This design comes from an exercise in tuning for small area, a short achievable clock period and few clock cycles on the open sky130 flow, not from production work. Where RTL was checked, it was by simulation tests only, not by an equivalence proof against the original.

## code_converter_top
module code_converter_top #(
  parameter WIDTH  = 32,
  parameter DIGITS = 10
)(
  input  wire                   clk,
  input  wire                   rst,
  input  wire                   start,
  input  wire [2:0]             opcode,
  input  wire [WIDTH-1:0]       bin_in,
  input  wire [WIDTH-1:0]       gray_in,
  input  wire [DIGITS*4-1:0]    bcd_in,
  input  wire [DIGITS*4-1:0]    ex3_in,
  output reg  [WIDTH-1:0]       bin_out,
  output reg  [WIDTH-1:0]       gray_out,
  output reg  [DIGITS*4-1:0]    bcd_out,
  output reg  [DIGITS*4-1:0]    ex3_out,
  output wire                   busy,
  output wire                   done
);
  function [3:0] add3(input [3:0] d);
    begin
      add3[3] = d[3] | (d[2] & (d[1] | d[0]));
      add3[2] = (d[2] & ~d[1] & ~d[0]) | (d[3] & d[0]);
      add3[1] = (d[1] & (~d[2] | d[0])) | (d[3] & ~d[0]);
      add3[0] = (~d[3] & ~d[2] & d[0]) | (d[2] & d[1] & ~d[0]) | (d[3] & ~d[0]);
    end
  endfunction
  function [39:0] dstep(input [39:0] x, input b);
    integer i;
    reg c;
    reg [3:0] f;
    begin
      c = b;
      for (i = 0; i < 10; i = i + 1) begin
        f = add3(x[4*i +: 4]);
  ...
For scale: about 2900 cells after synthesis, about 220 flip-flops, about 300 I/O pins.
Settings: LEC_CHECK=0, ABC_AREA=1, CAP_MARGIN=20, CORE_MARGIN=2, CORE_UTILIZATION=40, CTS_BUF_LIST=sky130_fd_sc_hd__clkbuf_8, SETUP_SLACK_MARGIN=2.8, SLEW_MARGIN=20; clock period 6.5 ns.
standard.sh (not shown) runs the stock make flow with config.mk's settings and CLKGATE_MAP_FILE= SYNTH_SCRIPT=/design/flow/synth_recipe.tcl, a recipe that flattens the netlist after the stock synthesis.
==> flow/flow/run.sh <==
#!/bin/bash
# The standard flow (standard.sh), except that the port buffers are plain
# buffers instead of the delay cells buffer_ports picks by default.
set -euo pipefail
export BUFFER_PORTS_ARGS="-buffer_cell sky130_fd_sc_hd__buf_1"
bash standard.sh > standard.log 2>&1
Edit:
--- a/flow/config.mk
+++ b/flow/config.mk
@@ -10,3 +10,3 @@
 export CORE_MARGIN = 2
-export CORE_UTILIZATION = 40
+export CORE_UTILIZATION = 60
 export CTS_BUF_LIST = sky130_fd_sc_hd__clkbuf_8
Final area goes down by 1.4%.
Global-route usage goes up by 9.7 points.
Wire length goes down by 4.4%.
Via count goes up by 1.3%.
Die area goes down by 33%.
Edit:
==> flow/flow/run.sh (replaced) <==
#!/bin/bash
# The standard flow (standard.sh), except that the port buffers are plain
# buffers instead of the delay cells buffer_ports picks by default, and CTS
# adds no dummy loads.
set -euo pipefail
export BUFFER_PORTS_ARGS="-buffer_cell sky130_fd_sc_hd__buf_1"
export CTS_ARGS="-sink_clustering_enable -repair_clock_nets -dont_use_dummy_load -buf_list sky130_fd_sc_hd__clkbuf_8"
bash standard.sh > standard.log 2>&1
--- a/flow/config.mk
+++ b/flow/config.mk
@@ -10,3 +10,3 @@
 export CORE_MARGIN = 2
-export CORE_UTILIZATION = 60
+export CORE_UTILIZATION = 40
 export CTS_BUF_LIST = sky130_fd_sc_hd__clkbuf_8
After rerunning:
- The changed run finished clean
- wire length goes up by a few percent
- sequential share of layout area goes up by 0.16 points
- die area goes up by well over a third
- area after synthesis does not change
- setup slack degrades by 0.052 ns
Edit:
==> flow/flow/run.sh (replaced) <==
#!/bin/bash
# The standard flow (standard.sh), except that the port buffers are plain
# buffers instead of the delay cells buffer_ports picks by default.
set -euo pipefail
export BUFFER_PORTS_ARGS="-buffer_cell sky130_fd_sc_hd__buf_1"
bash standard.sh > standard.log 2>&1
--- a/flow/config.mk
+++ b/flow/config.mk
@@ -12,3 +12,3 @@
 export CTS_BUF_LIST = sky130_fd_sc_hd__clkbuf_8
-export SETUP_SLACK_MARGIN = 2.8
+export SETUP_SLACK_MARGIN = 3.0
 export SLEW_MARGIN = 20
Result: Final area rose by 5.9%; routed wire length rose by 4.4%; first-iteration DRC count fell by 4.6%; critical path depth fell by 10; hold slack gains 0.0089 ns; synthesized cell count does not change; area after synthesis stays the same.
Function was not checked in any run of this note: the RTL went through the layout flow alone.

========
code_converter_top, a different RTL version from the one above (not shown whole).
For scale: ~2900 cells after synthesis, about 220 flip-flops, about 20000 µm² of cells after synthesis.
Design code_converter_top, start of the top module:
module code_converter_top #(
  parameter WIDTH  = 32,
  parameter DIGITS = 10
)(
  input  wire                   clk,
  input  wire                   rst,
  input  wire                   start,
  input  wire [2:0]             opcode,
  input  wire [WIDTH-1:0]       bin_in,
  input  wire [WIDTH-1:0]       gray_in,
  input  wire [DIGITS*4-1:0]    bcd_in,
  input  wire [DIGITS*4-1:0]    ex3_in,
  output reg  [WIDTH-1:0]       bin_out,
  output reg  [WIDTH-1:0]       gray_out,
  output reg  [DIGITS*4-1:0]    bcd_out,
  output reg  [DIGITS*4-1:0]    ex3_out,
  output wire                   busy,
  output wire                   done
);
  function [3:0] add3(input [3:0] d);
    begin
      add3[3] = d[3] | (d[2] & (d[1] | d[0]));
      add3[2] = (d[2] & ~d[1] & ~d[0]) | (d[3] & d[0]);
      add3[1] = (d[1] & (~d[2] | d[0])) | (d[3] & ~d[0]);
      add3[0] = (~d[3] & ~d[2] & d[0]) | (d[2] & d[1] & ~d[0]) | (d[3] & ~d[0]);
    end
  endfunction
  function [39:0] dstep(input [39:0] x, input b);
    integer i;
    reg c;
    reg [3:0] f;
    begin
      c = b;
      for (i = 0; i < 10; i = i + 1) begin
        f = add3(x[4*i +: 4]);
        dstep[4*i +: 4] = {f[2:0], c};
        c = f[3];
      end
    end
  endfunction
  function [39:0] dd8(input [39:0] x, input [7:0] p);
    integer j;
    reg [39:0] t;
    begin
      t = x;
      for (j = 7; j >= 0; j = j - 1)
        t = dstep(t, p[j]);
      dd8 = t;
    end
  endfunction
  function [63:0] csa(input [31:0] x, input [31:0] y, input [31:0] z);
    begin
      csa = {((x & y) | (x & z) | (y & z)) << 1, x ^ y ^ z};
    end
  endfunction
  function [31:0] horner(input [23:0] a, input [10:0] p);
    reg [63:0] s1, s2;
    begin
      s1 = csa({a[21:0], 10'd2}, ~{4'd0, a, 4'd0}, ~{5'd0, a, 3'd0});
      s2 = csa(s1[31:0], s1[63:32], {21'd0, p});
      horner = s2[31:0] + s2[63:32];
    end
  endfunction
  reg       mid, last;
  reg       isb2d;   
  reg [1:0] idx;
  wire op_multi = (opcode[2:1] == 2'b01);
  assign done = last | (start & ~op_multi);
  assign busy = mid;
  wire [1:0]  z2, z3;
  wire [28:0] w0;
  wire [10:0] a0, v1, v2, v3;
  bin2bcd_first  u_f2 (.b(bin_in[31:8]), .z(z2), .o(w0));
  bcd2bin_groups u_f3 (.d(bcd_in), .z(z3), .a(a0), .v1(v1), .v2(v2), .v3(v3));
  wire [1:0] z = opcode[0] ? z3 : z2;
  ...
==> flow/config.mk <==
export PLATFORM = sky130hd
export DESIGN_NAME = code_converter_top
export DESIGN_NICKNAME = code_converter_top
export VERILOG_FILES = /design/flow/design.v
export SDC_FILE = /design/flow/constraint.sdc
export NUM_CORES = 4
export LEC_CHECK = 0
export ABC_AREA = 1
export CAP_MARGIN = 20
export CORE_MARGIN = 2
export CORE_UTILIZATION = 40
export CTS_BUF_LIST = sky130_fd_sc_hd__clkbuf_8
export SETUP_SLACK_MARGIN = 3.1
export SLEW_MARGIN = 20
==> flow/constraint.sdc <==
create_clock -name core_clock -period 6.5 [get_ports {clk}]
set_input_delay 1.3000 -clock core_clock [delete_from_list [all_inputs] [get_ports {clk}]]
set_output_delay 1.3000 -clock core_clock [all_outputs]
set_load 0.01 [all_outputs]
==> flow/flow/run.sh <==
#!/bin/bash
# The standard flow (standard.sh), except that the port buffers are plain
# buffers instead of the delay cells buffer_ports picks by default.
set -euo pipefail
export BUFFER_PORTS_ARGS="-buffer_cell sky130_fd_sc_hd__buf_1"
bash standard.sh > standard.log 2>&1
Testbench counts at the start, summed over its fixed seeds: cycles 5,632.
Rerun with:
==> flow/flow/run.sh (replaced) <==
#!/bin/bash
# The standard flow (standard.sh), except that the port buffers are plain
# buffers instead of the delay cells buffer_ports picks by default, and CTS
# adds no dummy loads.
set -euo pipefail
export BUFFER_PORTS_ARGS="-buffer_cell sky130_fd_sc_hd__buf_1"
export CTS_ARGS="-sink_clustering_enable -repair_clock_nets -dont_use_dummy_load -buf_list sky130_fd_sc_hd__clkbuf_8 -sink_clustering_size 16 -sink_clustering_max_diameter 80"
bash standard.sh > standard.log 2>&1
Settings changed: SETUP_SLACK_MARGIN 3.1 to 2.8.
Result:
- The changed run went through all stages and came out clean
- setup slack is worse by 0.14 ns
- synthesized cell count is unchanged
- routed wire length falls by a few percent
- clock-buffer cell count is lower by 39
- non-clock buffer count decreases by 63
- maximum frequency went down by a few percent
- core utilization went down by 4.2 points
Rerun with:
==> flow/flow/run.sh (replaced) <==
#!/bin/bash
# The standard flow (standard.sh), except that the port buffers are plain
# buffers instead of the delay cells buffer_ports picks by default, and CTS
# adds no dummy loads.
set -euo pipefail
export BUFFER_PORTS_ARGS="-buffer_cell sky130_fd_sc_hd__buf_1"
export CTS_ARGS="-sink_clustering_enable -repair_clock_nets -dont_use_dummy_load -buf_list sky130_fd_sc_hd__clkbuf_8"
bash standard.sh > standard.log 2>&1
What happened:
- worst setup slack stays flat
- synthesized area does not change
Rerun with:
Settings changed: SETUP_SLACK_MARGIN 2.8 to 2.9.
Synthesized area is unchanged.
Count of clock-buffer cells in the layout is unchanged.
Design area increases by 2.0%.
Wire length increases by 1.0%.
Die area stays the same.
Via count increases by 0.68%.
Rerun with:
==> flow/flow/run.sh (replaced) <==
#!/bin/bash
# The standard flow (standard.sh), except that the port buffers are plain
# buffers instead of the delay cells buffer_ports picks by default, and CTS
# adds no dummy loads.
set -euo pipefail
export BUFFER_PORTS_ARGS="-buffer_cell sky130_fd_sc_hd__buf_1"
export CTS_ARGS="-sink_clustering_enable -repair_clock_nets -dont_use_dummy_load -buf_list sky130_fd_sc_hd__clkbuf_8 -sink_clustering_size 12 -sink_clustering_max_diameter 60"
bash standard.sh > standard.log 2>&1
Settings changed: SETUP_SLACK_MARGIN 2.9 to 2.7.
Result:
- setup slack gets worse by 0.17 ns
- count of clock-buffer cells in the layout fell by 14
- via count came out lower by 1.0%
- global-route usage went down by 0.62 points
Rerun with:
==> flow/flow/run.sh (replaced) <==
#!/bin/bash
# The standard flow (standard.sh), except that the port buffers are plain
# buffers instead of the delay cells buffer_ports picks by default.
set -euo pipefail
export BUFFER_PORTS_ARGS="-buffer_cell sky130_fd_sc_hd__buf_1"
export RECOVER_POWER=50
bash standard.sh > standard.log 2>&1
Settings changed: SETUP_SLACK_MARGIN 2.7 to 2.8.
Result: The changed run ran to the end with violations: capacitance limit, slew limit. Via count rises by 0.72%. Routed wire length rises by 1.6%. Non-clock buffer count rises by 9. Setup slack improves by 0.026 ns. Hold slack improves by 0.0044 ns. Synthesized area is unchanged. Core utilization rises by 1.5 points. Clock skew falls by 0.030 ns. Design area rises by 3.4%.

afterwards: timing with drivers on the ports:
No port has a modelled driver above. Below, the same layouts with a new extraction and two added sets of constraints. Step 1 assumes that a clkbuf_16 drives the clock port and a buf_2 every other input. Step 2 times the ports against the registers' clock, not the clock port: input delays grow and output delays shrink by t, the midpoint of the rising clock arrivals with the driver on. Slacks: ideal ports / drivers / drivers and shift; pairs: ideal ports / drivers.
| run | t (ns) | slack for setup (ns) | worst data-port slew with drivers (ns) | cell pins on the clock port's net |
|---|---|---|---|---|
| the first run of note 1 | 0.663 | 2.911 / 2.920 / 2.273 | 0.10 | 1 |
| the second run of note 1 | 0.615 | 2.916 / 2.908 / 2.292 | 0.11 | 1 |
| the third run of note 1 | 0.631 | 2.864 / 2.864 / 2.294 | 0.10 | 1 |
| the fourth run of note 1 | 0.656 | 2.974 / 2.962 / 2.306 | 0.07 | 1 |
| the first run of note 2 | 0.673 | 3.092 / 3.082 / 2.409 | 0.10 | 1 |
| the second run of note 2 | 0.620 | 2.949 / 2.967 / 2.353 | 0.10 | 1 |
| the third run of note 2 | 0.636 | 2.951 / 2.963 / 2.336 | 0.10 | 1 |
| the fourth run of note 2 | 0.648 | 3.006 / 3.023 / 2.375 | 0.10 | 1 |
| the fifth run of note 2 | 0.639 | 2.832 / 2.865 / 2.226 | 0.10 | 1 |
| the sixth run of note 2 | 0.653 | 2.858 / 2.886 / 2.233 | 0.10 | 1 |
The setup slack of the first run of note 2, which loses most, moves by -0.010 ns with the drivers and by -0.683 ns with both steps. The worst setup slack also covers recovery checks on asynchronous resets.
